This is an optimization exercise on Yosys and OpenROAD, whose aim is small area and a short achievable clock period, not a production implementation. RTL that was checked went through simulation tests only; none was proved equivalent to the original. Function not checked in runs 5 and 6: the RTL went through the layout flow alone.

## flow/design.v (module list and top-level ports; edited modules follow where they fit)
// module LDL_crc32_d8: 40 lines
// module LDL_crc32_dn: 27 lines
// module LDL_crc32_dn_check: 1270 lines
// module crc_lanes: 40 lines
// module crc_fn_q: 3 lines
// module crc_fn_p: 3 lines
// module crc_fn_d7: 3 lines
// module crc_fn_d15: 3 lines
// module crc_fn_or2: 3 lines
// module crc_fn_or3: 3 lines
// module crc_fn_nor2: 3 lines
// module crc_fn_nor3: 3 lines
// module crc_fn_a21o: 3 lines
// module crc_fn_a21oi: 3 lines
// module crc_fn_a31oi: 3 lines
// module crc_fn_a41oi: 3 lines
// module crc_fn_a211oi: 3 lines
// module crc_fn_inv: 3 lines
// module crc_nand2: 3 lines
// module crc_nor2: 3 lines
// module crc_x2: 3 lines
module LDL_crc32_dn_check #(parameter NUM = 16)(
  input  [8*NUM -1:0]        data,  
  input  [$clog2(NUM) -1:0]  bnum,  
  input         valid,
  input         eof  ,
  output reg    err  ,
  input         rst_n,
  input         clk
);
  // ...
==> flow/flow/run.sh <==
#!/bin/bash
# Layout: the standard ORFS flow (standard.sh) with the standard synthesis, and these
# changes to how the rest of the layout is made:
#  - port buffers are sky130_fd_sc_hd__buf_1 cells (buffer_ports -buffer_cell) instead of
#    the delay-buffer cells buffer_ports picks by default;
#  - after synthesis, the delay cells (clkdlybuf4s*, dlygate*, dlymetal*) join the
#    platform's DONT_USE_CELLS, so placement and repair do not use them;
set -euo pipefail
bash standard.sh synth > make_synth.log 2>&1
export BUFFER_PORTS_ARGS="-buffer_cell sky130_fd_sc_hd__buf_1"
DU="sky130_fd_sc_hd__probe_p_8 sky130_fd_sc_hd__probec_p_8 sky130_fd_sc_hd__lpflow_bleeder_1 sky130_fd_sc_hd__lpflow_clkbufkapwr_1 sky130_fd_sc_hd__lpflow_clkbufkapwr_16 sky130_fd_sc_hd__lpflow_clkbufkapwr_2 sky130_fd_sc_hd__lpflow_clkbufkapwr_4 sky130_fd_sc_hd__lpflow_clkbufkapwr_8 sky130_fd_sc_hd__lpflow_clkinvkapwr_1 sky130_fd_sc_hd__lpflow_clkinvkapwr_16 sky130_fd_sc_hd__lpflow_clkinvkapwr_2 sky130_fd_sc_hd__lpflow_clkinvkapwr_4 sky130_fd_sc_hd__lpflow_clkinvkapwr_8 sky130_fd_sc_hd__lpflow_decapkapwr_12 sky130_fd_sc_hd__lpflow_decapkapwr_3 sky130_fd_sc_hd__lpflow_decapkapwr_4 sky130_fd_sc_hd__lpflow_decapkapwr_6 sky130_fd_sc_hd__lpflow_decapkapwr_8 sky130_fd_sc_hd__lpflow_inputiso0n_1 sky130_fd_sc_hd__lpflow_inputiso0p_1 sky130_fd_sc_hd__lpflow_inputiso1n_1 sky130_fd_sc_hd__lpflow_inputiso1p_1 sky130_fd_sc_hd__lpflow_inputisolatch_1 sky130_fd_sc_hd__lpflow_isobufsrc_1 sky130_fd_sc_hd__lpflow_isobufsrc_16 sky130_fd_sc_hd__lpflow_isobufsrc_2 sky130_fd_sc_hd__lpflow_isobufsrc_4 sky130_fd_sc_hd__lpflow_isobufsrc_8 sky130_fd_sc_hd__lpflow_isobufsrckapwr_16 sky130_fd_sc_hd__lpflow_lsbuf_lh_hl_isowell_tap_1 sky130_fd_sc_hd__lpflow_lsbuf_lh_hl_isowell_tap_2 sky130_fd_sc_hd__lpflow_lsbuf_lh_hl_isowell_tap_4 sky130_fd_sc_hd__lpflow_lsbuf_lh_isowell_4 sky130_fd_sc_hd__lpflow_lsbuf_lh_isowell_tap_1 sky130_fd_sc_hd__lpflow_lsbuf_lh_isowell_tap_2 sky130_fd_sc_hd__lpflow_lsbuf_lh_isowell_tap_4"
DU="$DU sky130_fd_sc_hd__clkdlybuf4s15_1 sky130_fd_sc_hd__clkdlybuf4s15_2 sky130_fd_sc_hd__clkdlybuf4s18_1 sky130_fd_sc_hd__clkdlybuf4s18_2 sky130_fd_sc_hd__clkdlybuf4s25_1 sky130_fd_sc_hd__clkdlybuf4s25_2 sky130_fd_sc_hd__clkdlybuf4s50_1 sky130_fd_sc_hd__clkdlybuf4s50_2 sky130_fd_sc_hd__dlygate4sd1_1 sky130_fd_sc_hd__dlygate4sd2_1 sky130_fd_sc_hd__dlygate4sd3_1 sky130_fd_sc_hd__dlymetal6s2s_1 sky130_fd_sc_hd__dlymetal6s4s_1 sky130_fd_sc_hd__dlymetal6s6s_1"
bash standard.sh "DONT_USE_CELLS=$DU" SETUP_SLACK_MARGIN=14 finish > make_finish.log 2>&1
==> flow/standard.sh <==
#!/bin/bash
# synth_recipe.tcl (not shown) runs the flow's synth.tcl, then flattens the netlist and writes it again
# the make line also repeats each setting of config.mk as NAME=value (left out here)
make -C /OpenROAD-flow-scripts/flow DESIGN_CONFIG=/design/flow/config.mk WORK_HOME=/design/flow/orfs CLKGATE_MAP_FILE= SYNTH_SCRIPT=/design/flow/synth_recipe.tcl "${@:-finish}"
==> flow/config.mk <==
export PLATFORM = sky130hd
export DESIGN_NAME = LDL_crc32_dn_check
export DESIGN_NICKNAME = LDL_crc32_dn_check
export VERILOG_FILES = /design/flow/design.v
export SDC_FILE = /design/flow/constraint.sdc
export NUM_CORES = 4
export LEC_CHECK = 0
export ABC_CLOCK_PERIOD_IN_PS = 1500
export CAP_MARGIN = 20
export CORE_MARGIN = 2
export CORE_UTILIZATION = 50
export PLACE_DENSITY = 0.75
export SLEW_MARGIN = 20
export SYNTH_HIERARCHICAL = 1
export SYNTH_MINIMUM_KEEP_SIZE = 0
==> flow/constraint.sdc <==
create_clock -name core_clock -period 24.0 [get_ports {clk}]
set_input_delay 4.8000 -clock core_clock [delete_from_list [all_inputs] [get_ports {clk}]]
set_output_delay 4.8000 -clock core_clock [all_outputs]
set_load 0.01 [all_outputs]
==> results.py, run 1 <==
metrics = {
    "floorplanning": {
        "core_area_mm2": 0.0193,
        "die_height_um": 144,
    },
    "min_path": {
        "holdCritStartpoint": "s[1]",
        "timing.hold.worst.class": "flip-flop to flip-flop",
    },
    "timing": {
        "worstMarginPinSlew_ns": 1.14,
        "final-setup-viol-count": 0,
        "timing.hold.ws_ns": 0.495,
        "hold_viol_final": 0,
        "finalCritPeriodShare_pct": 42.1,
        "post-route-worst-setup-slack_ns": 13.90,
    },
    "global_routing": {
        "gr-total-overflow": 0,
        "global_route.peak_usage_layer": "met2",
        "grt_max_degree": 27,
        "first_global_vias": 8982,
    },
    "cts": {
        "clockBufferDepth": 2,
    },
    "logic_synthesis": {
        "synth_cells": 1176,
        "synthesis.area_mm2": 0.00974,
        "synth_mux_area_share_pct": 0,
        "largest_family_of_logic_cells_by_synthesized_area": "XOR/XNOR gates",
        "synth_cell_type_count": 31,
    },
    "routing": {
        "post_route_ant_nets": 0,
        "wl_met1_mm": 19.8,
        "drt_first_iter_violations": 1177,
    },
    "setup_path": {
        "path_delay_family": "XOR/XNOR gates",
        "worst-setup-path-type": "input port to flip-flop",
        "ff2ff_setup_slack_ns": 19.16,
        "critical-path-top-cell-by-count": "sky130_fd_sc_hd__xor2_1",
        "critical_path.startpoint": "bnum[2]",
        "rr_endpoint": "err",
        "critical_path_required_ns": 24.14,
        "path_cells": "buf_2 > o41ai_4 > a31oi_1 > buf_1 > nor2_1 > xor2_2 > xor2_1 > xor2_1 > xor2_1 > xor2_1 > xor2_1 > or4bb_1 > nor4_1 > a31oi_1",
    },
    "finish": {
        "final_design_area_no_fill_mm2": 0.0111,
        "area_growth_syn_to_layout_pct": 13.7,
        "final.clkbuf_count": 7,
        "seq_cell_count": 33,
        "total_nets_final": 1465,
        "nMultiInputCombCells": 1115,
        "sequential_cell_area_um2": 661,
        "most-common-layout-cells": "858 x sky130_fd_sc_hd__xor2_1, 146 x sky130_fd_sc_hd__buf_1, 83 x sky130_fd_sc_hd__nand2_1",
    },
    "run": {
        "timing.max_cap.violations": 0,
    },
    "run_status": {
        "outcome": "complete, no violations",
    },
}
==> run 2: changes to the inputs <==
--- a/flow/config.mk
+++ b/flow/config.mk
@@ -9,6 +9,7 @@
 export CAP_MARGIN = 20
 export CORE_MARGIN = 2
 export CORE_UTILIZATION = 50
+export CTS_BUF_LIST = sky130_fd_sc_hd__clkbuf_4 sky130_fd_sc_hd__clkbuf_8
 export PLACE_DENSITY = 0.75
 export SLEW_MARGIN = 20
 export SYNTH_HIERARCHICAL = 1
==> results.py, run 2 <==
metrics = {
    "run_status": {
        "outcome": "complete, no violations",
    },
    "floorplanning": {
        "core_area_mm2": 0.0193,
        "ios": 137,
        "std_cell_rows": 51,
        "floorplan.initialDensity_pct": 50.5,
        "die_height_um": 144,
        "dieArea_mm2": 0.0206,
        "die_x_um": 144,
    },
    "finish": {
        "final_common_cell": "sky130_fd_sc_hd__xor2_1",
        "largest_reg_flops": 32,
        "most-common-layout-cells": "859 x sky130_fd_sc_hd__xor2_1, 147 x sky130_fd_sc_hd__buf_1, 83 x sky130_fd_sc_hd__nand2_1",
        "num_antenna_cells": 0,
        "drive_gt1_share_pct": 4.89,
        "reg.largest.list": "s x32, err x1",
        "area_growth_syn_to_layout_pct": 12.9,
        "final_design_area_no_fill_mm2": 0.0110,
        "regMostFlops": "s",
        "total_nets_final": 1465,
        "fillerInstances": 1889,
    },
    "logic_synthesis": {
        "ys_dominant_reg_cell": "sky130_fd_sc_hd__dfxtp_1",
        "dominant_cell_by_count_in_the_synthesized_netlist": "sky130_fd_sc_hd__xor2_1",
        "yosys_register_bits": 33,
        "yosys_top_cell_area_share_pct": 79.7,
        "avgSynthCellArea_um2": 8.28,
        "yosysWarningCount": 7,
        "async_flop_share_pct": 0,
        "ys_top_cells_by_count": "886 x sky130_fd_sc_hd__xor2_1, 83 x sky130_fd_sc_hd__nand2_1, 72 x sky130_fd_sc_hd__nor2_1",
        "synth-compound-area-share_pct": 4.06,
        "synth_edf_count": 0,
        "synth_mux_area_share_pct": 0,
        "synthesis.area_mm2": 0.00974,
        "yosys.area_share.adder_pct": 0,
        "synthesis.nets": 1312,
        "post_synth_and_or_nand_nor_area_fraction_pct": 7.61,
        "synth_seq_area_share_pct": 6.78,
        "xor_xnor_cell_area_share_of_the_yosys_netlist_pct": 80.4,
        "synth_cell_type_count": 31,
        "synth_area_leaders": "sky130_fd_sc_hd__xor2_1 80%, sky130_fd_sc_hd__dfxtp_1 6.8%, sky130_fd_sc_hd__nand2_1 3.2%",
        "synth_cells": 1176,
        "synthDominantAreaCellType": "sky130_fd_sc_hd__xor2_1",
        "largest_family_of_logic_cells_by_synthesized_area": "XOR/XNOR gates",
    },
    "setup_path": {
        "worst-setup-path-type": "input port to flip-flop",
        "rr_endpoint": "err",
        "critical-path-max-stage-delay_ns": 0.67,
        "crit_path_top_delay_cell": "sky130_fd_sc_hd__o41ai_4",
        "crit_fanout": 17,
        "critical-path-top-cell-by-count": "sky130_fd_sc_hd__xor2_1",
        "path_cells": "buf_2 > o41ai_4 > a21oi_2 > buf_1 > nor2_1 > xor2_2 > xor2_1 > xor2_1 > xor2_1 > xor2_1 > xor2_1 > xor2_1 > or4bb_1 > nor4_1 > a31oi_1",
        "path_delay_family": "XOR/XNOR gates",
        "critical_path_required_ns": 24.16,
        "critical_path_buffer_and_inverter_count": 2,
        "critical_path_arrival_ns": 10.25,
        "ff2ff_setup_slack_ns": 18.92,
        "r2r_cells": 15,
        "r2r-start": "s[7]",
        "launching_element_type_of_the_critical_path": "input port",
        "critPathCaptureType": "flip-flop",
    },
    "cts": {
        "clockBufferDepth": 2,
        "ctsRootBufferMaster": "sky130_fd_sc_hd__clkbuf_8",
        "worst_setup_hold_path_clk_slew_ns": 0.07,
        "clk-insertion-delay-late_ns": 0.30,
        "cts-buffers-inserted": 5,
        "cts_tree": "yes",
        "h-tree-depth": 2,
        "clkSinkCount": 33,
    },
    "timing": {
        "total_negative_slack_for_setup_checks_ns": 0,
        "timing.clock.skew_ns": 0.0119,
        "max-slew-margin-rel_pct": 23.9,
        "finalCritPeriodShare_pct": 42.0,
        "max_freq_ghz": 0.0991,
        "finalCriticalPeriod_ns": 10.09,
        "finalMaxSlewViolations": 0,
        "final-setup-viol-count": 0,
        "timing.hold.ws_ns": 0.497,
        "worstMarginPinSlew_ns": 1.13,
        "hold_viol_final": 0,
        "rsz0062_at_grt": "false",
    },
    "global_routing": {
        "grt_max_degree": 27,
        "first_global_vias": 9016,
        "gr-total-overflow": 0,
        "grt_pass1_wl_mm": 68.8,
        "number_of_antenna_violations_at_the_first_check_in_global_routing": 0,
        "grt_util_all_layers_pct": 49.8,
    },
    "min_path": {
        "holdCritStartpoint": "s[1]",
        "timing.hold.worst.class": "flip-flop to flip-flop",
        "hold-path-endpoint": "s[1]",
        "hold_path_depth": 2,
    },
    "routing": {
        "routed_wire_length_per_instance_um": 32.5,
        "routed_wl_mm": 51.9,
        "drt_first_iter_violations": 1205,
        "drcViolationCount": 0,
        "drtPass1Iterations": 5,
        "routed-via-count": 9170,
        "avgViaCountPerCell": 5.75,
        "post_route_ant_nets": 0,
    },
    "run": {
        "timing.max_cap.violations": 0,
    },
    "placement": {
        "gp_routability_congestion": 1.19,
        "dp.final_hpwl_mm": 45.6,
        "numPortBuffers": 136,
        "place_area_mm2": 0.0106,
    },
}
==> run 2: cell counts after synthesis <==
Identical to the previous run, type by type.
==> run 2: worst max path at each step <==
stage / startpoint / to / slack (ns) / cells past startpoint
global route: bnum[0] / err / 14.01 / 15
detailed placement: bnum[2] / err / 12.63 / 17
finish: bnum[2] / err / 13.91 / 15
global placement: bnum[2] / err / 12.60 / 17
floorplan: bnum[0] / err / 15.14 / 15
CTS: eof / err / 14.00 / 16
==> run 2: metal layers <==
metal,global-route usage [%],wire (um),up-vias
li1,-,-,3917
met1,61.6,20100,4255
met2,73.2,20900,748
met3,11.8,5540,250
met4,40.5,5340,0
met5,0,0,-
==> run 2: cells by family after synthesis <==
logic type / after synthesis
buffers and inverters: 28
AND/OR/NAND/NOR: 173
flip-flops: 33
XOR/XNOR: 894
AO/OA/AOI/OAI: 48
==> run 2: worst reg2reg max path: stages, from the launching register on <==
cell                      delay, ns
sky130_fd_sc_hd__dfxtp_1       0.32
sky130_fd_sc_hd__xnor2_1       0.16
sky130_fd_sc_hd__buf_1         0.52
sky130_fd_sc_hd__xor2_1        0.19
sky130_fd_sc_hd__buf_1         0.54
sky130_fd_sc_hd__xor2_1        0.21
sky130_fd_sc_hd__buf_1         0.44
sky130_fd_sc_hd__xor2_2        0.39
sky130_fd_sc_hd__xor2_1        0.32
sky130_fd_sc_hd__xor2_1        0.48
sky130_fd_sc_hd__xor2_1        0.22
sky130_fd_sc_hd__xor2_1        0.27
sky130_fd_sc_hd__xor2_1        0.21
sky130_fd_sc_hd__nand2_1       0.10
sky130_fd_sc_hd__nor4_1        0.41
sky130_fd_sc_hd__a31oi_1       0.17
==> run 2: per-module statistics from Yosys (local to each module, per instance), excerpt <==
module / area, um^2 / flip-flops and latches / times used / cells
crc_fn_a21o: 7.51 / 0 / 1 / 1
crc_fn_a41oi: 16.3 / 0 / 1 / 1
crc_fn_or3: 6.26 / 0 / 1 / 1
crc_fn_a21oi: 8.76 / 0 / 6 / 1
crc_fn_a31oi: 6.26 / 0 / 3 / 1
crc_fn_inv: 3.75 / 0 / 15 / 1
crc_fn_d15: 11.3 / 0 / 1 / 1
LDL_crc32_dn_check: 1470 / 33 / 1 / 156
crc_fn_d7: 22.5 / 0 / 1 / 2
crc_fn_q: 16.3 / 0 / 1 / 1
crc_fn_a211oi: 12.5 / 0 / 1 / 1
crc_nor2: 3.75 / 0 / 71 / 1
crc_fn_or2: 6.26 / 0 / 2 / 1
crc_fn_p: 20.0 / 0 / 1 / 2
crc_nand2: 3.75 / 0 / 49 / 1
==> run 2: timing repair <==
| action | 4_1_cts | 5_1_grt |
|---|---|---|
| setup buffers | 0 | 0 |
| hold endpoints to repair | 0 | 0 |
| hold buffers | 0 | 0 |
| gates resized for setup | 23 | 22 |
| endpoints found under the setup margin | 15 | 1 |
==> run 2: metrics by stage <==
stage,utilization (%),instances,setup WS (ns)
after floorplan,-,1176,15.14
after global placement,55.1,1587,12.60
after detailed placement,55.1,1587,12.63
after CTS,56.4,1595,14.00
after global routing,57.1,1595,14.01
final,57.1,1595,13.91
==> run 2: cell type report <==
cell class / count / area, um^2 / area share, %
clock buffers: 7 / 90.1 / 0.819
repair buffers: 158 / 607 / 5.52
clock inverters: 1 / 30.0 / 0.273
flip-flops and latches: 33 / 661 / 6.01
inverters: 16 / 60.1 / 0.546
multi-input cells: 1115 / 9220 / 83.8
well taps: 265 / 332 / 3.02
==> run 3: changes to the inputs <==
--- a/flow/config.mk
+++ b/flow/config.mk
@@ -8,7 +8,7 @@
 export ABC_CLOCK_PERIOD_IN_PS = 1500
 export CAP_MARGIN = 20
 export CORE_MARGIN = 2
-export CORE_UTILIZATION = 50
+export CORE_UTILIZATION = 55
 export CTS_BUF_LIST = sky130_fd_sc_hd__clkbuf_4 sky130_fd_sc_hd__clkbuf_8
 export PLACE_DENSITY = 0.75
 export SLEW_MARGIN = 20
==> results.py, run 3 <==
metrics = {
    "run_status": {
        "outcome": "complete, no violations",
    },
    "finish": {
        "num_antenna_cells": 0,
        "area_growth_syn_to_layout_pct": 12.8,
        "regMostFlops": "s",
        "final_common_cell": "sky130_fd_sc_hd__xor2_1",
        "most-common-layout-cells": "857 x sky130_fd_sc_hd__xor2_1, 146 x sky130_fd_sc_hd__buf_1, 83 x sky130_fd_sc_hd__nand2_1",
        "final_design_area_no_fill_mm2": 0.0110,
        "largest_reg_flops": 32,
        "reg.largest.list": "s x32, err x1",
        "total_nets_final": 1465,
        "drive_gt1_share_pct": 5.26,
    },
    "logic_synthesis": {
        "synth_cells": 1176,
        "synth_mux_area_share_pct": 0,
        "avgSynthCellArea_um2": 8.28,
        "largest_family_of_logic_cells_by_synthesized_area": "XOR/XNOR gates",
        "synthesis.nets": 1312,
        "synth_cell_type_count": 31,
        "synthDominantAreaCellType": "sky130_fd_sc_hd__xor2_1",
        "synth_area_leaders": "sky130_fd_sc_hd__xor2_1 80%, sky130_fd_sc_hd__dfxtp_1 6.8%, sky130_fd_sc_hd__nand2_1 3.2%",
        "yosys_top_cell_area_share_pct": 79.7,
        "ys_top_cells_by_count": "886 x sky130_fd_sc_hd__xor2_1, 83 x sky130_fd_sc_hd__nand2_1, 72 x sky130_fd_sc_hd__nor2_1",
        "yosysWarningCount": 7,
        "synth-compound-area-share_pct": 4.06,
        "post_synth_and_or_nand_nor_area_fraction_pct": 7.61,
        "yosys_register_bits": 33,
        "synth_edf_count": 0,
        "async_flop_share_pct": 0,
        "ys_dominant_reg_cell": "sky130_fd_sc_hd__dfxtp_1",
        "dominant_cell_by_count_in_the_synthesized_netlist": "sky130_fd_sc_hd__xor2_1",
        "synth_seq_area_share_pct": 6.78,
        "yosys.area_share.adder_pct": 0,
        "xor_xnor_cell_area_share_of_the_yosys_netlist_pct": 80.4,
        "synthesis.area_mm2": 0.00974,
    },
    "routing": {
        "routed_wire_length_per_instance_um": 31.2,
        "drcViolationCount": 0,
        "routed-via-count": 9103,
        "routed_wl_mm": 48.5,
        "avgViaCountPerCell": 5.85,
        "post_route_ant_nets": 0,
        "drt_first_iter_violations": 1155,
        "drtPass1Iterations": 5,
    },
    "cts": {
        "clk-insertion-delay-late_ns": 0.30,
        "cts_tree": "yes",
        "clockBufferDepth": 2,
        "worst_setup_hold_path_clk_slew_ns": 0.07,
        "h-tree-depth": 2,
        "holdBufCountCts": 0,
        "ctsRootBufferMaster": "sky130_fd_sc_hd__clkbuf_8",
        "cts-buffers-inserted": 5,
        "clkSinkCount": 33,
    },
    "timing": {
        "rsz0062_at_grt": "false",
        "final-setup-viol-count": 0,
        "total_negative_slack_for_setup_checks_ns": 0,
        "max-slew-margin-rel_pct": 22.5,
        "timing.clock.skew_ns": 0.00587,
        "max_freq_ghz": 0.100,
        "finalCriticalPeriod_ns": 9.98,
        "worstMarginPinSlew_ns": 1.15,
        "finalCritPeriodShare_pct": 41.6,
        "hold_viol_final": 0,
        "finalMaxSlewViolations": 0,
    },
    "setup_path": {
        "launching_element_type_of_the_critical_path": "input port",
        "critPathCaptureType": "flip-flop",
        "crit_fanout": 17,
        "critical_path_required_ns": 24.16,
        "critical_path_arrival_ns": 10.14,
        "worst-setup-path-type": "input port to flip-flop",
    },
    "global_routing": {
        "grt_max_degree": 30,
        "met3_usage_pct": 15.3,
        "gr-total-overflow": 0,
        "number_of_antenna_violations_at_the_first_check_in_global_routing": 0,
        "first_global_vias": 8857,
        "met1_usage_pct": 61.9,
        "grt_pass1_wl_mm": 64.9,
        "groute.layer.met2.usage_pct": 74.2,
        "grt_util_all_layers_pct": 51.4,
        "global_route.peak_usage_layer": "met2",
    },
    "floorplanning": {
        "dieArea_mm2": 0.0188,
        "floorplan.initialDensity_pct": 56.3,
        "die_height_um": 137,
        "core_area_mm2": 0.0173,
        "die_x_um": 137,
        "ios": 137,
        "std_cell_rows": 48,
    },
    "run": {
        "timing.max_cap.violations": 0,
    },
    "placement": {
        "place_area_mm2": 0.0106,
        "dp.final_hpwl_mm": 42.8,
        "numPortBuffers": 136,
        "gp_routability_congestion": 1.20,
    },
    "min_path": {
        "timing.hold.worst.class": "flip-flop to flip-flop",
    },
}
-- run 3: cell counts after synthesis --
No cell type changed its count.
-- run 3: final cells by class --
| cell class | count | area [um^2] |
|---|---|---|
| clock buffer | 5 | 68.8 |
| tap | 225 | 282 |
| sequential | 33 | 661 |
| clock inverter | 3 | 17.5 |
| fill | 1639 | 6310 |
| timing repair buffer | 158 | 614 |
| inverter | 16 | 60.1 |
| multi-input combinational | 1115 | 9280 |
-- run 3: routing by layer --
| metal | share of wire [%] | up-vias |
|---|---|---|
| met5 | 0 | - |
| met4 | 11 | 0 |
| met3 | 13 | 251 |
| met2 | 40 | 743 |
| met1 | 37 | 4189 |
| li1 | - | 3920 |
-- run 3: worst paths after layout --
check                             start    to  slack (ns)  cells after the start
worst max-delay path            bnum[2]   err       14.02                     16
worst min-delay path               s[6]  s[6]        0.50                      2
worst max register to register     s[7]   err       18.75                     12
worst min register to register     s[6]  s[6]        0.50                      2
-- run 3: critical path: stages --
cell and delay [ns]:
sky130_fd_sc_hd__buf_2 0.43, sky130_fd_sc_hd__o41ai_4 0.16, sky130_fd_sc_hd__buf_6 0.16, sky130_fd_sc_hd__a21oi_2 0.35, sky130_fd_sc_hd__inv_1 0.14, sky130_fd_sc_hd__nand2_1 0.22, sky130_fd_sc_hd__xor2_1 0.59, sky130_fd_sc_hd__xor2_1 0.54
sky130_fd_sc_hd__xor2_1 0.69, sky130_fd_sc_hd__xor2_1 0.55, sky130_fd_sc_hd__xor2_1 0.22, sky130_fd_sc_hd__xor2_1 0.33, sky130_fd_sc_hd__xor2_1 0.14, sky130_fd_sc_hd__or4b_4 0.50, sky130_fd_sc_hd__nor4_2 0.21, sky130_fd_sc_hd__a31oi_1 0.10
-- run 3: logic make-up (layout without fill, tap and decap cells) --
family | Yosys count | count (layout)
AO/OA/AOI/OAI | 48 | 48
buffers and inverters | 28 | 182
XOR/XNOR | 894 | 894
AND/OR/NAND/NOR | 173 | 173
flip-flops | 33 | 33
-- run 3: repair_timing --
action                     4_1_cts  5_1_grt
buffers inserted                 2        0
pin swaps                        1        0
setup endpoints to repair        7        1
resized for setup               28       24
-- run 3: through the flow --
stage | hold WS [ns] | util [%] | cells | setup WS [ns]
3_3_place_gp | 0.463 | 61.0 | 1545 | 12.76
5_1_grt | 0.520 | 63.5 | 1555 | 13.99
2_1_floorplan | 0.453 | - | 1176 | 15.14
4_1_cts | 0.495 | 62.6 | 1555 | 14.12
6_report | 0.497 | 63.5 | 1555 | 14.02
3_5_place_dp | 0.480 | 61.0 | 1545 | 12.78
-- run 3: modules after synthesis, one instance, submodules excluded, a selection --
| module | times used | flip-flops and latches | cells |
|---|---|---|---|
| crc_fn_q | 1 | 0 | 1 |
| LDL_crc32_dn_check | 1 | 33 | 156 |
| crc_fn_inv | 15 | 0 | 1 |
| crc_fn_d7 | 1 | 0 | 2 |
| crc_fn_or3 | 1 | 0 | 1 |
| crc_nor2 | 71 | 0 | 1 |
==> run 4: changes to the inputs <==
--- a/flow/config.mk
+++ b/flow/config.mk
@@ -8,8 +8,9 @@
 export ABC_CLOCK_PERIOD_IN_PS = 1500
 export CAP_MARGIN = 20
 export CORE_MARGIN = 2
-export CORE_UTILIZATION = 55
+export CORE_UTILIZATION = 50
 export CTS_BUF_LIST = sky130_fd_sc_hd__clkbuf_4 sky130_fd_sc_hd__clkbuf_8
+export GPL_ROUTABILITY_DRIVEN = 0
 export PLACE_DENSITY = 0.75
 export SLEW_MARGIN = 20
 export SYNTH_HIERARCHICAL = 1
==> results.py, run 4 <==
metrics = {
    "global_routing": {
        "first_global_vias": 9173,
        "gr-total-overflow": 0,
        "grt_max_degree": 24,
        "grt_pass1_wl_mm": 60.3,
        "grt_util_all_layers_pct": 41.7,
        "number_of_antenna_violations_at_the_first_check_in_global_routing": 0,
    },
    "timing": {
        "finalCriticalPeriod_ns": 10.0,
        "hold_viol_final": 0,
        "final-setup-viol-count": 0,
        "timing.hold.ws_ns": 0.491,
        "finalMaxSlewViolations": 0,
        "post-route-worst-setup-slack_ns": 14.00,
        "finalCritPeriodShare_pct": 41.7,
        "rsz0062_at_grt": "false",
        "worstMarginPinSlew_ns": 1.10,
        "max_freq_ghz": 0.100,
        "timing.clock.skew_ns": 0.00161,
        "total_negative_slack_for_setup_checks_ns": 0,
        "max-slew-margin-rel_pct": 26.1,
    },
    "setup_path": {
        "critical-path-top-cell-by-count": "sky130_fd_sc_hd__xor2_1",
        "launching_element_type_of_the_critical_path": "input port",
        "worst-setup-path-type": "input port to flip-flop",
        "critical_path_buffer_and_inverter_count": 3,
        "critical-path-max-stage-delay_ns": 0.58,
        "crit_fanout": 17,
        "path_delay_family": "XOR/XNOR gates",
        "critPathCaptureType": "flip-flop",
        "critical_path_required_ns": 24.16,
        "critical_path_arrival_ns": 10.16,
        "ff2ff_setup_slack_ns": 19.17,
        "crit_path_top_delay_cell": "sky130_fd_sc_hd__xor2_1",
        "path_cells": "buf_2 > o311ai_4 > nor3_2 > buf_2 > inv_1 > nand2_1 > xor2_1 > xor2_1 > xor2_1 > xor2_2 > xor2_1 > xor2_1 > xor2_1 > xor2_1 > or4b_4 > nor4_2 > a31oi_1",
    },
    "finish": {
        "total_nets_final": 1456,
        "regMostFlops": "s",
        "largest_reg_flops": 32,
        "final_common_cell": "sky130_fd_sc_hd__xor2_1",
        "most-common-layout-cells": "873 x sky130_fd_sc_hd__xor2_1, 142 x sky130_fd_sc_hd__buf_1, 83 x sky130_fd_sc_hd__nand2_1",
        "drive_gt1_share_pct": 3.48,
        "reg.largest.list": "s x32, err x1",
        "area_growth_syn_to_layout_pct": 11.1,
        "final_design_area_no_fill_mm2": 0.0108,
        "num_antenna_cells": 0,
    },
    "routing": {
        "routed_wire_length_per_instance_um": 27.7,
        "routed-via-count": 9427,
        "post_route_ant_nets": 0,
        "drcViolationCount": 0,
        "drtPass1Iterations": 8,
        "drt_first_iter_violations": 1684,
        "routed_wl_mm": 44.0,
        "avgViaCountPerCell": 5.95,
    },
    "placement": {
        "place_area_mm2": 0.0106,
        "dp.final_hpwl_mm": 37.0,
        "pre_cts_slack_ns": 13.01,
        "numPortBuffers": 136,
    },
    "run_status": {
        "outcome": "complete, no violations",
    },
    "floorplanning": {
        "ios": 137,
        "core_area_mm2": 0.0193,
        "die_x_um": 144,
        "dieArea_mm2": 0.0206,
        "die_height_um": 144,
        "floorplan.initialDensity_pct": 50.5,
        "std_cell_rows": 51,
    },
    "logic_synthesis": {
        "synthesis.nets": 1312,
        "async_flop_share_pct": 0,
        "ys_top_cells_by_count": "886 x sky130_fd_sc_hd__xor2_1, 83 x sky130_fd_sc_hd__nand2_1, 72 x sky130_fd_sc_hd__nor2_1",
        "synth_area_leaders": "sky130_fd_sc_hd__xor2_1 80%, sky130_fd_sc_hd__dfxtp_1 6.8%, sky130_fd_sc_hd__nand2_1 3.2%",
        "synth_cell_type_count": 31,
        "synthDominantAreaCellType": "sky130_fd_sc_hd__xor2_1",
        "yosys_top_cell_area_share_pct": 79.7,
        "synth_edf_count": 0,
        "synth_seq_area_share_pct": 6.78,
        "yosysWarningCount": 7,
        "synthesis.area_mm2": 0.00974,
        "yosys_register_bits": 33,
        "ys_dominant_reg_cell": "sky130_fd_sc_hd__dfxtp_1",
        "dominant_cell_by_count_in_the_synthesized_netlist": "sky130_fd_sc_hd__xor2_1",
        "avgSynthCellArea_um2": 8.28,
        "synth_cells": 1176,
    },
    "cts": {
        "clockBufferDepth": 2,
        "ctsRootBufferMaster": "sky130_fd_sc_hd__clkbuf_8",
        "clkSinkCount": 33,
        "worst_setup_hold_path_clk_slew_ns": 0.06,
        "cts_post_setup_buffers_inserted": 0,
        "holdBufCountCts": 0,
        "cts_tree": "yes",
        "h-tree-depth": 2,
        "cts-buffers-inserted": 5,
        "clk-insertion-delay-late_ns": 0.28,
    },
    "min_path": {
        "timing.hold.worst.class": "flip-flop to flip-flop",
    },
    "run": {
        "timing.max_cap.violations": 0,
    },
}
[run 4: cell counts after synthesis]
No cell type changed its count.
[run 4: stage by stage]
| step | util [%] | instances |
|---|---|---|
| after floorplan | - | 1176 |
| after global placement | 54.9 | 1578 |
| after detailed placement | 54.9 | 1578 |
| after CTS | 55.8 | 1585 |
| after global routing | 56.1 | 1585 |
| final | 56.1 | 1585 |
[run 4: path summary, 6_finish.rpt]
kind	start	endpoint	cells past startpoint
worst min-delay path	s[30]	s[30]	2
worst min register to register	s[30]	s[30]	2
worst max register to register	s[7]	err	13
worst max-delay path	bnum[2]	err	17
[run 4: repair_timing]
action,4_1_cts,5_1_grt
setup endpoints to repair,4,1
gates cloned,0,0
resized for setup,14,13
[run 4: worst reg2reg max path: stages, from the launching register on]
cell and delay [ns]:
sky130_fd_sc_hd__dfxtp_1 0.32, sky130_fd_sc_hd__xnor2_1 0.15, sky130_fd_sc_hd__buf_1 0.55, sky130_fd_sc_hd__xor2_2 0.54, sky130_fd_sc_hd__xor2_1 0.60, sky130_fd_sc_hd__xor2_1 0.45, sky130_fd_sc_hd__xor2_1 0.35, sky130_fd_sc_hd__xor2_1 0.34
sky130_fd_sc_hd__xor2_1 0.13, sky130_fd_sc_hd__xor2_1 0.18, sky130_fd_sc_hd__xor2_1 0.19, sky130_fd_sc_hd__or4bb_1 0.49, sky130_fd_sc_hd__nor4_1 0.28, sky130_fd_sc_hd__a31oi_1 0.12
[run 4: cell type report]
type,instances,area (um^2)
Multi-Input combinational cell,1115,9110
Sequential cell,33,661
Tap cell,265,332
Fill cell,1802,8450
Inverter,16,60.1
Clock buffer,7,90.1
Timing Repair Buffer,149,568
[run 4: layer usage]
layer | GRT usage [%] | vias up | share of wire (%)
met3 | 17.3 | 319 | 17
met2 | 57.2 | 1001 | 37
li1 | - | 3896 | -
met5 | 0 | - | 0
met4 | 35.4 | 0 | 11
met1 | 49.8 | 4211 | 34
[run 4: logic make-up after synthesis]
logic type / Yosys count / synth area share (%)
simple gates: 173 / 7.61
flops: 33 / 6.78
buf+inv: 28 / 1.14
compound gates: 48 / 4.06
xor+xnor: 894 / 80.4
[run 4: Yosys stat by module, one instance, submodules excluded, a selection]
module / cells inside / flops+latches
crc_nor2: 1 / 0
crc_fn_q: 1 / 0
crc_fn_a31oi: 1 / 0
crc_fn_a21o: 1 / 0
crc_fn_inv: 1 / 0
crc_fn_a41oi: 1 / 0
crc_fn_p: 2 / 0
crc_fn_d15: 1 / 0
crc_fn_or2: 1 / 0
crc_fn_d7: 2 / 0
crc_fn_nor2: 1 / 0
==> module crc_lanes, before the edit <==
module crc_lanes (input eof, input [3:0] bnum, output [15:1] en, output [15:1] dis);
wire [3:0] b = bnum;
wire q, p, nb3, w10, w21, w210, x10;
crc_fn_q  u_q  (.b(b), .e(eof), .y(q));           
crc_fn_p  u_p  (.b(b), .e(eof), .y(p));           
crc_fn_or2 u_w10 (.a(b[1]), .b(b[0]), .y(w10));
crc_fn_or2 u_w21 (.a(b[2]), .b(b[1]), .y(w21));
crc_fn_or3 u_w210 (.a(b[2]), .b(b[1]), .c(b[0]), .y(w210));
crc_fn_a21o u_x10 (.a1(b[1]), .a2(b[0]), .b1(b[2]), .y(x10));
crc_fn_nor3  u_d1  (.a(p), .b(b[2]), .c(b[1]), .y(dis[1]));
crc_fn_a211oi u_d2 (.a1(b[1]), .a2(b[0]), .b1(b[2]), .c1(p), .y(dis[2]));
crc_fn_nor2  u_d3  (.a(p), .b(b[2]), .y(dis[3]));
crc_fn_a21oi u_d4  (.a1(b[2]), .a2(w10), .b1(p), .y(dis[4]));
crc_fn_a21oi u_d5  (.a1(b[2]), .a2(b[1]), .b1(p), .y(dis[5]));
crc_fn_a31oi u_d6  (.a1(b[2]), .a2(b[1]), .a3(b[0]), .b1(p), .y(dis[6]));
crc_fn_d7    u_d7  (.b(b), .e(eof), .y(dis[7]));   
crc_fn_a21oi u_d8  (.a1(b[3]), .a2(w210), .b1(q), .y(dis[8]));
crc_fn_a21oi u_d9  (.a1(b[3]), .a2(w21), .b1(q), .y(dis[9]));
crc_fn_a21oi u_d10 (.a1(b[3]), .a2(x10), .b1(q), .y(dis[10]));
crc_fn_a21oi u_d11 (.a1(b[3]), .a2(b[2]), .b1(q), .y(dis[11]));
crc_fn_a31oi u_d12 (.a1(b[3]), .a2(b[2]), .a3(w10), .b1(q), .y(dis[12]));
crc_fn_a31oi u_d13 (.a1(b[3]), .a2(b[2]), .a3(b[1]), .b1(q), .y(dis[13]));
crc_fn_a41oi u_d14 (.a1(b[3]), .a2(b[2]), .a3(b[1]), .a4(b[0]), .b1(q), .y(dis[14]));
crc_fn_d15   u_d15 (.b(b), .e(eof), .y(dis[15]));  
crc_fn_inv u_e1 (.a(dis[1]), .y(en[1]));
crc_fn_inv u_e2 (.a(dis[2]), .y(en[2]));
crc_fn_inv u_e3 (.a(dis[3]), .y(en[3]));
crc_fn_inv u_e4 (.a(dis[4]), .y(en[4]));
crc_fn_inv u_e5 (.a(dis[5]), .y(en[5]));
crc_fn_inv u_e6 (.a(dis[6]), .y(en[6]));
crc_fn_inv u_e7 (.a(dis[7]), .y(en[7]));
crc_fn_inv u_e8 (.a(dis[8]), .y(en[8]));
crc_fn_inv u_e9 (.a(dis[9]), .y(en[9]));
crc_fn_inv u_e10 (.a(dis[10]), .y(en[10]));
crc_fn_inv u_e11 (.a(dis[11]), .y(en[11]));
crc_fn_inv u_e12 (.a(dis[12]), .y(en[12]));
crc_fn_inv u_e13 (.a(dis[13]), .y(en[13]));
crc_fn_inv u_e14 (.a(dis[14]), .y(en[14]));
crc_fn_inv u_e15 (.a(dis[15]), .y(en[15]));
endmodule
==> run 5: changes to the inputs <==
--- a/flow/design.v
+++ b/flow/design.v
@@ -1337,85 +1337,99 @@
 endmodule
 module crc_lanes (input eof, input [3:0] bnum, output [15:1] en, output [15:1] dis);
 wire [3:0] b = bnum;
-wire q, p, nb3, w10, w21, w210, x10;
-crc_fn_q  u_q  (.b(b), .e(eof), .y(q));           
-crc_fn_p  u_p  (.b(b), .e(eof), .y(p));           
-crc_fn_or2 u_w10 (.a(b[1]), .b(b[0]), .y(w10));
-crc_fn_or2 u_w21 (.a(b[2]), .b(b[1]), .y(w21));
-crc_fn_or3 u_w210 (.a(b[2]), .b(b[1]), .c(b[0]), .y(w210));
-crc_fn_a21o u_x10 (.a1(b[1]), .a2(b[0]), .b1(b[2]), .y(x10));
-crc_fn_nor3  u_d1  (.a(p), .b(b[2]), .c(b[1]), .y(dis[1]));
-crc_fn_a211oi u_d2 (.a1(b[1]), .a2(b[0]), .b1(b[2]), .c1(p), .y(dis[2]));
-crc_fn_nor2  u_d3  (.a(p), .b(b[2]), .y(dis[3]));
-crc_fn_a21oi u_d4  (.a1(b[2]), .a2(w10), .b1(p), .y(dis[4]));
-crc_fn_a21oi u_d5  (.a1(b[2]), .a2(b[1]), .b1(p), .y(dis[5]));
-crc_fn_a31oi u_d6  (.a1(b[2]), .a2(b[1]), .a3(b[0]), .b1(p), .y(dis[6]));
-crc_fn_d7    u_d7  (.b(b), .e(eof), .y(dis[7]));   
-crc_fn_a21oi u_d8  (.a1(b[3]), .a2(w210), .b1(q), .y(dis[8]));
-crc_fn_a21oi u_d9  (.a1(b[3]), .a2(w21), .b1(q), .y(dis[9]));
-crc_fn_a21oi u_d10 (.a1(b[3]), .a2(x10), .b1(q), .y(dis[10]));
-crc_fn_a21oi u_d11 (.a1(b[3]), .a2(b[2]), .b1(q), .y(dis[11]));
-crc_fn_a31oi u_d12 (.a1(b[3]), .a2(b[2]), .a3(w10), .b1(q), .y(dis[12]));
-crc_fn_a31oi u_d13 (.a1(b[3]), .a2(b[2]), .a3(b[1]), .b1(q), .y(dis[13]));
-crc_fn_a41oi u_d14 (.a1(b[3]), .a2(b[2]), .a3(b[1]), .a4(b[0]), .b1(q), .y(dis[14]));
-crc_fn_d15   u_d15 (.b(b), .e(eof), .y(dis[15]));  
-crc_fn_inv u_e1 (.a(dis[1]), .y(en[1]));
-crc_fn_inv u_e2 (.a(dis[2]), .y(en[2]));
-crc_fn_inv u_e3 (.a(dis[3]), .y(en[3]));
-crc_fn_inv u_e4 (.a(dis[4]), .y(en[4]));
-crc_fn_inv u_e5 (.a(dis[5]), .y(en[5]));
-crc_fn_inv u_e6 (.a(dis[6]), .y(en[6]));
-crc_fn_inv u_e7 (.a(dis[7]), .y(en[7]));
-crc_fn_inv u_e8 (.a(dis[8]), .y(en[8]));
-crc_fn_inv u_e9 (.a(dis[9]), .y(en[9]));
-crc_fn_inv u_e10 (.a(dis[10]), .y(en[10]));
-crc_fn_inv u_e11 (.a(dis[11]), .y(en[11]));
-crc_fn_inv u_e12 (.a(dis[12]), .y(en[12]));
-crc_fn_inv u_e13 (.a(dis[13]), .y(en[13]));
-crc_fn_inv u_e14 (.a(dis[14]), .y(en[14]));
-crc_fn_inv u_e15 (.a(dis[15]), .y(en[15]));
-endmodule
-module crc_fn_q (input [3:0] b, input e, output y);
-assign y = ~(e & (b[3] | b[2] | b[1] | b[0]));
-endmodule
-module crc_fn_p (input [3:0] b, input e, output y);
-assign y = ~(e & ~b[3] & (b[2] | b[1] | b[0]));
+wire e = eof;
+wire nb3, nz, eb3;
+wire [15:9] y;     
+crc_fn_inv   u_nb3 (.a(b[3]), .y(nb3));
+crc_fn_or3   u_nz  (.a(b[2]), .b(b[1]), .c(b[0]), .y(nz));       
+crc_fn_and2  u_eb3 (.a(e), .b(b[3]), .y(eb3));
+crc_fn_nor2  u_y9  (.a(b[2]), .b(b[1]), .y(y[9]));                
+crc_fn_a21oi u_y10 (.a1(b[1]), .a2(b[0]), .b1(b[2]), .y(y[10]));  
+crc_fn_inv   u_y11 (.a(b[2]), .y(y[11]));                         
+crc_fn_o21ai u_y12 (.a1(b[1]), .a2(b[0]), .b1(b[2]), .y(y[12]));  
+crc_fn_nand2 u_y13 (.a(b[2]), .b(b[1]), .y(y[13]));               
+crc_fn_nand3 u_y14 (.a(b[2]), .b(b[1]), .c(b[0]), .y(y[14]));     
+assign y[15] = 1'b1;
+wire nzn;
+crc_fn_nor3  u_y8  (.a(b[2]), .b(b[1]), .c(b[0]), .y(nzn));      
+crc_fn_nand4 u_e1 (.a(e), .b(nb3), .c(nz), .d(y[9]), .y(en[1]));
+crc_fn_and4  u_d1 (.a(e), .b(nb3), .c(nz), .d(y[9]), .y(dis[1]));
+crc_fn_nand4 u_e2 (.a(e), .b(nb3), .c(nz), .d(y[10]), .y(en[2]));
+crc_fn_and4  u_d2 (.a(e), .b(nb3), .c(nz), .d(y[10]), .y(dis[2]));
+crc_fn_nand4 u_e3 (.a(e), .b(nb3), .c(nz), .d(y[11]), .y(en[3]));
+crc_fn_and4  u_d3 (.a(e), .b(nb3), .c(nz), .d(y[11]), .y(dis[3]));
+crc_fn_nand4 u_e4 (.a(e), .b(nb3), .c(nz), .d(y[12]), .y(en[4]));
+crc_fn_and4  u_d4 (.a(e), .b(nb3), .c(nz), .d(y[12]), .y(dis[4]));
+crc_fn_nand4 u_e5 (.a(e), .b(nb3), .c(nz), .d(y[13]), .y(en[5]));
+crc_fn_and4  u_d5 (.a(e), .b(nb3), .c(nz), .d(y[13]), .y(dis[5]));
+crc_fn_nand4 u_e6 (.a(e), .b(nb3), .c(nz), .d(y[14]), .y(en[6]));
+crc_fn_and4  u_d6 (.a(e), .b(nb3), .c(nz), .d(y[14]), .y(dis[6]));
+crc_fn_nand3 u_e7 (.a(e), .b(nb3), .c(nz), .y(en[7]));
+crc_fn_and3  u_d7 (.a(e), .b(nb3), .c(nz), .y(dis[7]));
+crc_fn_a32oi u_e8 (.a1(e), .a2(nb3), .a3(nz), .b1(eb3), .b2(nzn), .y(en[8]));
+crc_fn_a32o  u_d8 (.a1(e), .a2(nb3), .a3(nz), .b1(eb3), .b2(nzn), .y(dis[8]));
+crc_fn_a32oi u_e9 (.a1(e), .a2(nb3), .a3(nz), .b1(eb3), .b2(y[9]), .y(en[9]));
+crc_fn_a32o  u_d9 (.a1(e), .a2(nb3), .a3(nz), .b1(eb3), .b2(y[9]), .y(dis[9]));
+crc_fn_a32oi u_e10 (.a1(e), .a2(nb3), .a3(nz), .b1(eb3), .b2(y[10]), .y(en[10]));
+crc_fn_a32o  u_d10 (.a1(e), .a2(nb3), .a3(nz), .b1(eb3), .b2(y[10]), .y(dis[10]));
+crc_fn_a32oi u_e11 (.a1(e), .a2(nb3), .a3(nz), .b1(eb3), .b2(y[11]), .y(en[11]));
+crc_fn_a32o  u_d11 (.a1(e), .a2(nb3), .a3(nz), .b1(eb3), .b2(y[11]), .y(dis[11]));
+crc_fn_a32oi u_e12 (.a1(e), .a2(nb3), .a3(nz), .b1(eb3), .b2(y[12]), .y(en[12]));
+crc_fn_a32o  u_d12 (.a1(e), .a2(nb3), .a3(nz), .b1(eb3), .b2(y[12]), .y(dis[12]));
+crc_fn_a32oi u_e13 (.a1(e), .a2(nb3), .a3(nz), .b1(eb3), .b2(y[13]), .y(en[13]));
+crc_fn_a32o  u_d13 (.a1(e), .a2(nb3), .a3(nz), .b1(eb3), .b2(y[13]), .y(dis[13]));
+crc_fn_a32oi u_e14 (.a1(e), .a2(nb3), .a3(nz), .b1(eb3), .b2(y[14]), .y(en[14]));
+crc_fn_a32o  u_d14 (.a1(e), .a2(nb3), .a3(nz), .b1(eb3), .b2(y[14]), .y(dis[14]));
+crc_fn_a31oi u_e15 (.a1(e), .a2(nb3), .a3(nz), .b1(eb3), .y(en[15]));
+crc_fn_a31o  u_d15 (.a1(e), .a2(nb3), .a3(nz), .b1(eb3), .y(dis[15]));
 endmodule
-module crc_fn_d7 (input [3:0] b, input e, output y);
-assign y = e & ~b[3] & (b[2] | b[1] | b[0]);
-endmodule
-module crc_fn_d15 (input [3:0] b, input e, output y);
-assign y = e & (b[3] | b[2] | b[1] | b[0]);
-endmodule
-module crc_fn_or2 (input a, input b, output y);
-assign y = a | b;
+module crc_fn_inv (input a, output y);
+assign y = ~a;
 endmodule
 module crc_fn_or3 (input a, input b, input c, output y);
 assign y = a | b | c;
 endmodule
+module crc_fn_nor3 (input a, input b, input c, output y);
+assign y = ~(a | b | c);
+endmodule
+module crc_fn_and2 (input a, input b, output y);
+assign y = a & b;
+endmodule
+module crc_fn_and3 (input a, input b, input c, output y);
+assign y = a & b & c;
+endmodule
+module crc_fn_and4 (input a, input b, input c, input d, output y);
+assign y = a & b & c & d;
+endmodule
 module crc_fn_nor2 (input a, input b, output y);
 assign y = ~(a | b);
 endmodule
-module crc_fn_nor3 (input a, input b, input c, output y);
-assign y = ~(a | b | c);
+module crc_fn_nand2 (input a, input b, output y);
+assign y = ~(a & b);
 endmodule
-module crc_fn_a21o (input a1, input a2, input b1, output y);
-assign y = (a1 & a2) | b1;
+module crc_fn_nand3 (input a, input b, input c, output y);
+assign y = ~(a & b & c);
+endmodule
+module crc_fn_nand4 (input a, input b, input c, input d, output y);
+assign y = ~(a & b & c & d);
 endmodule
 module crc_fn_a21oi (input a1, input a2, input b1, output y);
 assign y = ~((a1 & a2) | b1);
 endmodule
+module crc_fn_o21ai (input a1, input a2, input b1, output y);
+assign y = ~((a1 | a2) & b1);
+endmodule
 module crc_fn_a31oi (input a1, input a2, input a3, input b1, output y);
 assign y = ~((a1 & a2 & a3) | b1);
 endmodule
-module crc_fn_a41oi (input a1, input a2, input a3, input a4, input b1, output y);
-assign y = ~((a1 & a2 & a3 & a4) | b1);
+module crc_fn_a31o (input a1, input a2, input a3, input b1, output y);
+assign y = (a1 & a2 & a3) | b1;
 endmodule
-module crc_fn_a211oi (input a1, input a2, input b1, input c1, output y);
-assign y = ~((a1 & a2) | b1 | c1);
+module crc_fn_a32oi (input a1, input a2, input a3, input b1, input b2, output y);
+assign y = ~((a1 & a2 & a3) | (b1 & b2));
 endmodule
-module crc_fn_inv (input a, output y);
-assign y = ~a;
+module crc_fn_a32o (input a1, input a2, input a3, input b1, input b2, output y);
+assign y = (a1 & a2 & a3) | (b1 & b2);
 endmodule
 module crc_nand2 (input a, input b, output y);
 assign y = ~(a & b);
--- a/flow/config.mk
+++ b/flow/config.mk
@@ -10,7 +10,6 @@
 export CORE_MARGIN = 2
 export CORE_UTILIZATION = 50
 export CTS_BUF_LIST = sky130_fd_sc_hd__clkbuf_4 sky130_fd_sc_hd__clkbuf_8
-export GPL_ROUTABILITY_DRIVEN = 0
 export PLACE_DENSITY = 0.75
 export SLEW_MARGIN = 20
 export SYNTH_HIERARCHICAL = 1
==> results.py, run 5 <==
metrics = {
    "setup_path": {
        "r2r-start": "s[1]",
        "worst-setup-path-type": "input port to flip-flop",
        "critical-path-top-cell-by-count": "sky130_fd_sc_hd__xor2_1",
        "critical_path_arrival_ns": 10.16,
        "crit_fanout": 30,
        "crit_path_top_delay_cell": "sky130_fd_sc_hd__or3_4",
        "critical_path_required_ns": 24.17,
        "launching_element_type_of_the_critical_path": "input port",
        "ff2ff_setup_slack_ns": 19.20,
        "r2r_cells": 12,
        "critPathCaptureType": "flip-flop",
        "path_cells": "buf_1 > or3_4 > a32oi_1 > buf_1 > nand2_1 > xor2_1 > xor2_1 > xor2_1 > xor2_1 > xor2_1 > xor2_1 > xor2_1 > or4bb_1 > nor4_2 > a31oi_1",
        "critical-path-max-stage-delay_ns": 0.58,
        "rr_endpoint": "err",
    },
    "floorplanning": {
        "floorplan.initialDensity_pct": 50.6,
        "die_height_um": 144,
        "core_area_mm2": 0.0193,
        "dieArea_mm2": 0.0207,
        "std_cell_rows": 51,
        "ios": 137,
        "die_x_um": 144,
    },
    "timing": {
        "finalCritPeriodShare_pct": 41.6,
        "total_negative_slack_for_setup_checks_ns": 0,
        "max-slew-margin-rel_pct": 25.2,
        "finalMaxSlewViolations": 0,
        "timing.clock.skew_ns": 0.0106,
        "final-setup-viol-count": 0,
        "finalCriticalPeriod_ns": 9.99,
        "max_freq_ghz": 0.100,
        "worstMarginPinSlew_ns": 1.11,
        "rsz0062_at_grt": "false",
        "hold_viol_final": 0,
        "timing.hold.ws_ns": 0.501,
    },
    "global_routing": {
        "grt_max_degree": 32,
        "gr-total-overflow": 0,
        "first_global_vias": 9292,
        "grt_util_all_layers_pct": 49.9,
        "grt_pass1_wl_mm": 69.5,
        "number_of_antenna_violations_at_the_first_check_in_global_routing": 0,
    },
    "finish": {
        "drive_gt1_share_pct": 3.00,
        "num_antenna_cells": 0,
        "fillerInstances": 1945,
        "regMostFlops": "s",
        "most-common-layout-cells": "868 x sky130_fd_sc_hd__xor2_1, 156 x sky130_fd_sc_hd__buf_1, 84 x sky130_fd_sc_hd__nand2_1",
        "multi_input_area_mm2": 0.00922,
        "largest_reg_flops": 32,
        "area_growth_syn_to_layout_pct": 11.7,
        "post_layout_nonfiller_instances": 1598,
        "final_common_cell": "sky130_fd_sc_hd__xor2_1",
        "sequential_cell_area_um2": 661,
        "total_nets_final": 1468,
        "utilization_of_the_core_after_routing_pct": 56.5,
        "reg.largest.list": "s x32, err x1",
    },
    "logic_synthesis": {
        "synth_cell_type_count": 31,
        "synthesis.area_mm2": 0.00978,
        "dominant_cell_by_count_in_the_synthesized_netlist": "sky130_fd_sc_hd__xor2_1",
        "ys_top_cells_by_count": "886 x sky130_fd_sc_hd__xor2_1, 84 x sky130_fd_sc_hd__nand2_1, 72 x sky130_fd_sc_hd__nor2_1",
        "synth_edf_count": 0,
        "synth_cells": 1178,
        "synthDominantAreaCellType": "sky130_fd_sc_hd__xor2_1",
        "yosys_top_cell_area_share_pct": 79.4,
        "yosysWarningCount": 7,
        "synth_area_leaders": "sky130_fd_sc_hd__xor2_1 79%, sky130_fd_sc_hd__dfxtp_1 6.8%, sky130_fd_sc_hd__nand2_1 3.2%",
        "yosys_register_bits": 33,
        "async_flop_share_pct": 0,
        "ys_dominant_reg_cell": "sky130_fd_sc_hd__dfxtp_1",
        "avgSynthCellArea_um2": 8.30,
        "synthesis.nets": 1314,
        "synth_seq_area_share_pct": 6.76,
    },
    "routing": {
        "routed_wire_length_per_instance_um": 32.5,
        "drcViolationCount": 0,
        "routed-via-count": 9365,
        "avgViaCountPerCell": 5.86,
        "routed_wl_mm": 52.0,
        "drt_first_iter_violations": 1218,
        "post_route_ant_nets": 0,
        "drtPass1Iterations": 5,
    },
    "placement": {
        "gp_routability_congestion": 1.16,
        "numPortBuffers": 136,
        "dp.final_hpwl_mm": 45.8,
        "dpl.cell_count": 1589,
    },
    "min_path": {
        "timing.hold.worst.class": "flip-flop to flip-flop",
        "hold-path-endpoint": "s[0]",
        "holdCritStartpoint": "s[0]",
        "hold_path_depth": 2,
    },
    "cts": {
        "worst_setup_hold_path_clk_slew_ns": 0.08,
        "ctsRootBufferMaster": "sky130_fd_sc_hd__clkbuf_8",
        "cts_tree": "yes",
        "holdBufCountCts": 0,
        "cts-buffers-inserted": 5,
        "clk-insertion-delay-late_ns": 0.30,
        "clkSinkCount": 33,
        "clockBufferDepth": 2,
        "h-tree-depth": 2,
    },
    "run_status": {
        "outcome": "complete, no violations",
    },
    "run": {
        "timing.max_cap.violations": 0,
    },
}
==> run 5: changes by cell type in the layout (fill, tap and decap cells not counted), sizes merged, moves of 2 or more <==
| cell | delta |
|---|---|
| clkinvlp | +4 |
| and4 | +6 |
| clkbuf | -5 |
| buf | +13 |
| nand4 | +6 |
| a32oi | +7 |
| inv | -15 |
| or2 | -2 |
| a31oi | -2 |
| nand3 | +2 |
| a21oi | -5 |
| a32o | +7 |
==> run 5: final cells by class <==
type | instances | share of cell area, %
clock buffers | 5 | 0.630
clock inverters | 3 | 0.206
inverters | 2 | 0.103
multi-input cells | 1131 | 84.4
flip-flops and latches | 33 | 6.05
well taps | 265 | 3.04
repair buffers | 159 | 5.58
==> run 5: worst max-delay path: cells and delay by family <==
family	cells	cell delay, ns
compound gates	2	0.47
xor+xnor	7	2.53
buf+inv	2	0.73
simple gates	4	1.62
==> run 5: routing by layer <==
metal  vias to the layer above  GRT usage [%]  part of all wire, %
li1                       3994              -                    -
met1                      4323           60.2                   37
met2                       809           74.5                   40
met3                       239           12.9                   12
met4                         0           40.2                   10
met5                         -              0                    0
==> run 5: worst max path at each step <==
stage / from / cells past startpoint / to / slack, ns
after CTS: bnum[1] / 14 / err / 14.00
after global routing: bnum[1] / 15 / err / 14.02
after global placement: eof / 15 / err / 12.65
after detailed placement: bnum[2] / 15 / err / 12.92
final: bnum[1] / 15 / err / 14.01
after floorplan: bnum[1] / 14 / err / 14.93
==> run 5: kinds of logic (layout without fill, tap and decap cells) <==
| logic type | Yosys count | after routing | share of synthesized area, % |
|---|---|---|---|
| flip-flops | 33 | 33 | 6.76 |
| AND/OR/NAND/NOR | 186 | 186 | 8.41 |
| buffers and inverters | 14 | 169 | 0.602 |
| XOR/XNOR | 894 | 894 | 80.1 |
| AO/OA/AOI/OAI | 51 | 51 | 4.13 |
==> run 5: stage by stage <==
stage	worst slack, ns	area, um^2
floorplan	14.93	9780
global placement	12.65	10600
detailed placement	12.92	10700
CTS	14.00	10900
global route	14.02	10900
finish	14.01	10900
==> run 5: repair_timing <==
| item | CTS | global route |
|---|---|---|
| pin swaps | 0 | 1 |
| endpoints found under the setup margin | 3 | 2 |
| buffers inserted | 0 | 1 |
| gates resized for setup | 21 | 8 |
==> run 5: Yosys stat by module (local to each module, per instance), excerpt <==
module / cell area, um^2 / cells
crc_fn_a31o: 8.76 / 1
crc_fn_and4: 8.76 / 1
crc_fn_nand2: 3.75 / 1
crc_fn_or3: 6.26 / 1
crc_fn_o21ai: 5.00 / 1
crc_fn_nand3: 5.00 / 1
crc_fn_and3: 6.26 / 1
crc_fn_and2: 6.26 / 1
==> run 6: changes to the inputs <==
--- a/flow/config.mk
+++ b/flow/config.mk
@@ -10,6 +10,7 @@
 export CORE_MARGIN = 2
 export CORE_UTILIZATION = 50
 export CTS_BUF_LIST = sky130_fd_sc_hd__clkbuf_4 sky130_fd_sc_hd__clkbuf_8
+export GPL_ROUTABILITY_DRIVEN = 0
 export PLACE_DENSITY = 0.75
 export SLEW_MARGIN = 20
 export SYNTH_HIERARCHICAL = 1
==> results.py, run 6 <==
metrics = {
    "timing": {
        "max-slew-margin-rel_pct": 15.4,
        "finalMaxSlewViolations": 0,
        "hold_viol_final": 0,
        "max_freq_ghz": 0.0993,
        "total_negative_slack_for_setup_checks_ns": 0,
        "worstMarginPinSlew_ns": 1.26,
        "rsz0062_at_grt": "false",
        "timing.clock.skew_ns": 0.00623,
        "finalCritPeriodShare_pct": 42.0,
        "finalCriticalPeriod_ns": 10.07,
        "final-setup-viol-count": 0,
    },
    "logic_synthesis": {
        "synthDominantAreaCellType": "sky130_fd_sc_hd__xor2_1",
        "synthesis.nets": 1314,
        "async_flop_share_pct": 0,
        "synthesis.area_mm2": 0.00978,
        "synth_edf_count": 0,
        "synth_cells": 1178,
        "dominant_cell_by_count_in_the_synthesized_netlist": "sky130_fd_sc_hd__xor2_1",
        "yosys_register_bits": 33,
        "yosys_top_cell_area_share_pct": 79.4,
        "synth_area_leaders": "sky130_fd_sc_hd__xor2_1 79%, sky130_fd_sc_hd__dfxtp_1 6.8%, sky130_fd_sc_hd__nand2_1 3.2%",
        "avgSynthCellArea_um2": 8.30,
        "ys_top_cells_by_count": "886 x sky130_fd_sc_hd__xor2_1, 84 x sky130_fd_sc_hd__nand2_1, 72 x sky130_fd_sc_hd__nor2_1",
        "ys_dominant_reg_cell": "sky130_fd_sc_hd__dfxtp_1",
        "synth_seq_area_share_pct": 6.76,
        "synth_cell_type_count": 31,
        "yosysWarningCount": 7,
    },
    "routing": {
        "drcViolationCount": 0,
        "avgViaCountPerCell": 6.21,
        "drt_first_iter_violations": 1666,
        "routed_wire_length_per_instance_um": 29.2,
        "post_route_ant_nets": 0,
        "routed_wl_mm": 46.2,
        "drtPass1Iterations": 11,
        "routed-via-count": 9824,
    },
    "setup_path": {
        "launching_element_type_of_the_critical_path": "input port",
        "critical-path-top-cell-by-count": "sky130_fd_sc_hd__xor2_1",
        "ff2ff_setup_slack_ns": 19.16,
        "r2r-start": "s[1]",
        "critical_path_buffer_and_inverter_count": 1,
        "critical_path_required_ns": 24.17,
        "critPathCaptureType": "flip-flop",
        "critical-path-max-stage-delay_ns": 0.77,
        "critical_path.startpoint": "bnum[1]",
        "critical_path_arrival_ns": 10.24,
        "r2r_cells": 11,
        "crit_fanout": 30,
        "worst-setup-path-type": "input port to flip-flop",
        "path_cells": "buf_1 > or3_2 > and4_1 > nor2_1 > xor2_1 > xor2_1 > xor2_1 > xor2_1 > xor2_1 > xor2_1 > xor2_1 > or4bb_1 > nor4_1 > a31oi_1",
        "rr_endpoint": "err",
        "crit_path_top_delay_cell": "sky130_fd_sc_hd__or3_2",
        "path_delay_family": "simple AND/OR/NAND/NOR gates",
    },
    "finish": {
        "total_nets_final": 1453,
        "area_growth_syn_to_layout_pct": 13.0,
        "final_common_cell": "sky130_fd_sc_hd__xor2_1",
        "most-common-layout-cells": "854 x sky130_fd_sc_hd__xor2_1, 140 x sky130_fd_sc_hd__buf_1, 84 x sky130_fd_sc_hd__nand2_1",
        "reg.largest.list": "s x32, err x1",
        "largest_reg_flops": 32,
        "regMostFlops": "s",
        "num_antenna_cells": 0,
        "drive_gt1_share_pct": 4.78,
        "utilization_of_the_core_after_routing_pct": 57.1,
    },
    "global_routing": {
        "number_of_antenna_violations_at_the_first_check_in_global_routing": 0,
        "grt_util_all_layers_pct": 43.1,
        "grt_pass1_wl_mm": 62.4,
        "grt_max_degree": 31,
        "first_global_vias": 9389,
        "gr-total-overflow": 0,
    },
    "cts": {
        "ctsRootBufferMaster": "sky130_fd_sc_hd__clkbuf_8",
        "clk-insertion-delay-late_ns": 0.30,
        "worst_setup_hold_path_clk_slew_ns": 0.07,
        "clkSinkCount": 33,
        "h-tree-depth": 2,
        "cts-buffers-inserted": 5,
        "clockBufferDepth": 2,
        "cts_tree": "yes",
    },
    "floorplanning": {
        "ios": 137,
        "dieArea_mm2": 0.0207,
        "die_x_um": 144,
        "floorplan.initialDensity_pct": 50.6,
        "die_height_um": 144,
        "std_cell_rows": 51,
        "core_area_mm2": 0.0193,
    },
    "placement": {
        "dp.final_hpwl_mm": 38.5,
        "numPortBuffers": 136,
    },
    "run": {
        "timing.max_cap.violations": 0,
    },
    "min_path": {
        "hold-path-endpoint": "s[1]",
        "hold_path_depth": 2,
        "holdCritStartpoint": "s[1]",
        "timing.hold.worst.class": "flip-flop to flip-flop",
    },
    "run_status": {
        "outcome": "complete, no violations",
    },
}
## run 6: cell counts after synthesis
Identical to the previous run, type by type.
## run 6: kinds of logic after synthesis
kind of cell | count (synthesis) | synth area share, %
simple gates | 186 | 8.41
compound gates | 51 | 4.13
xor+xnor | 894 | 80.1
flops | 33 | 6.76
buf+inv | 14 | 0.602
## run 6: repair_timing
item                       4_1_cts  5_1_grt
resized for setup               14       35
pin swaps                        0        1
setup endpoints to repair        2        1
hold buffers                     0        0
setup buffers                    0        1
cloned                           0        0
## run 6: how the worst max path moves through the flow
stage	cells after the start	endpoint	slack (ns)
floorplan	14	err	14.93
detailed placement	15	err	13.03
global route	14	err	14.00
CTS	15	err	14.05
finish	14	err	13.93
global placement	15	err	13.16
## run 6: worst reg2reg max path, delay by kind of cell (launching register included)
family	cells	cell delay [ns]
flops	1	0.32
simple gates	2	0.70
compound gates	1	0.13
xor+xnor	8	3.57
## run 6: cell type report
cell class                      count  area [um^2]
Clock buffer                        7         90.1
Clock inverter                      1         30.0
Fill cell                        1783         8290
Inverter                            2         7.51
Multi-Input combinational cell   1131         9350
Sequential cell                    33          661
Tap cell                          265          332
Timing Repair Buffer              144          572
## run 6: per-module statistics from Yosys, one instance, submodules excluded, excerpt
| module | times used | cell area, um^2 | flops+latches |
|---|---|---|---|
| crc_fn_inv | 2 | 3.75 | 0 |
| crc_fn_nor2 | 1 | 3.75 | 0 |
| crc_fn_nand2 | 1 | 3.75 | 0 |
| crc_fn_a32o | 7 | 10.0 | 0 |
| crc_fn_nand4 | 6 | 6.26 | 0 |
| crc_nand2 | 49 | 3.75 | 0 |
| LDL_crc32_dn_check | 1 | 1470 | 33 |
| crc_fn_nand3 | 2 | 5.00 | 0 |
| crc_fn_and3 | 1 | 6.26 | 0 |
| crc_fn_and4 | 6 | 8.76 | 0 |
| crc_fn_a32oi | 7 | 8.76 | 0 |
| crc_fn_a31o | 1 | 8.76 | 0 |
| crc_fn_o21ai | 1 | 5.00 | 0 |
## run 6: through the flow
stage          area (um^2)  cells  setup slack (ns)  hold WS [ns]
2_1_floorplan         9780   1178             14.93         0.453
3_3_place_gp         10600   1572             13.16         0.466
3_5_place_dp         10600   1573             13.03         0.473
4_1_cts              10800   1581             14.05         0.491
5_1_grt              11000   1583             14.00         0.514
6_report             11000   1583             13.93         0.489
## run 6: per-layer routing
| metal | track usage [%] | wire length, um | vias to the layer above | part of all wire [%] |
|---|---|---|---|---|
| li1 | - | - | 3945 | - |
| met1 | 50.0 | 15500 | 4408 | 34 |
| met2 | 58.9 | 17300 | 1098 | 38 |
| met3 | 21.5 | 8220 | 373 | 18 |
| met4 | 35.1 | 5070 | 0 | 11 |
| met5 | 0.251 | 0 | - | 0 |

## static timing again, ports no longer ideal
How much do the figures lean on ideal ports? The routed layouts below were timed once more, with nothing changed but the port constraints.
Step 1: set_driving_cell puts a clkbuf_16 on clk and a buf_2 on each other input, an assumption about the parent block.
Step 2, shift: input delay + t, output delay - t, t = (earliest + latest rising clock arrival at the registers) / 2. This alone moves slack from input paths to output paths.
a / b / c = ideal / step 1 / step 2; a / b = the first two.
| run | t, ns | setup slack, ns | hold WS [ns] | worst slew at a driven data input, ns |
|---|---|---|---|---|
| run 1 | 0.310 | 13.899 / 13.908 / 13.598 | 0.495 / 0.495 / 0.495 | 0.05 |
| run 2 | 0.320 | 13.910 / 13.917 / 13.597 | 0.497 / 0.497 / 0.497 | 0.05 |
| run 3 | 0.325 | 14.016 / 14.021 / 13.696 | 0.497 / 0.497 / 0.497 | 0.05 |
| run 4 | 0.312 | 14.003 / 14.006 / 13.694 | 0.491 / 0.491 / 0.491 | 0.04 |
| run 5 | 0.324 | 14.011 / 14.009 / 13.685 | 0.501 / 0.501 / 0.501 | 0.05 |
| run 6 | 0.327 | 13.926 / 13.937 / 13.610 | 0.489 / 0.489 / 0.489 | 0.04 |
After both steps setup and hold are still met in every run listed. The setup slack of run 5, which loses most, moves by -0.002 ns with the drivers and by -0.326 ns with both steps.
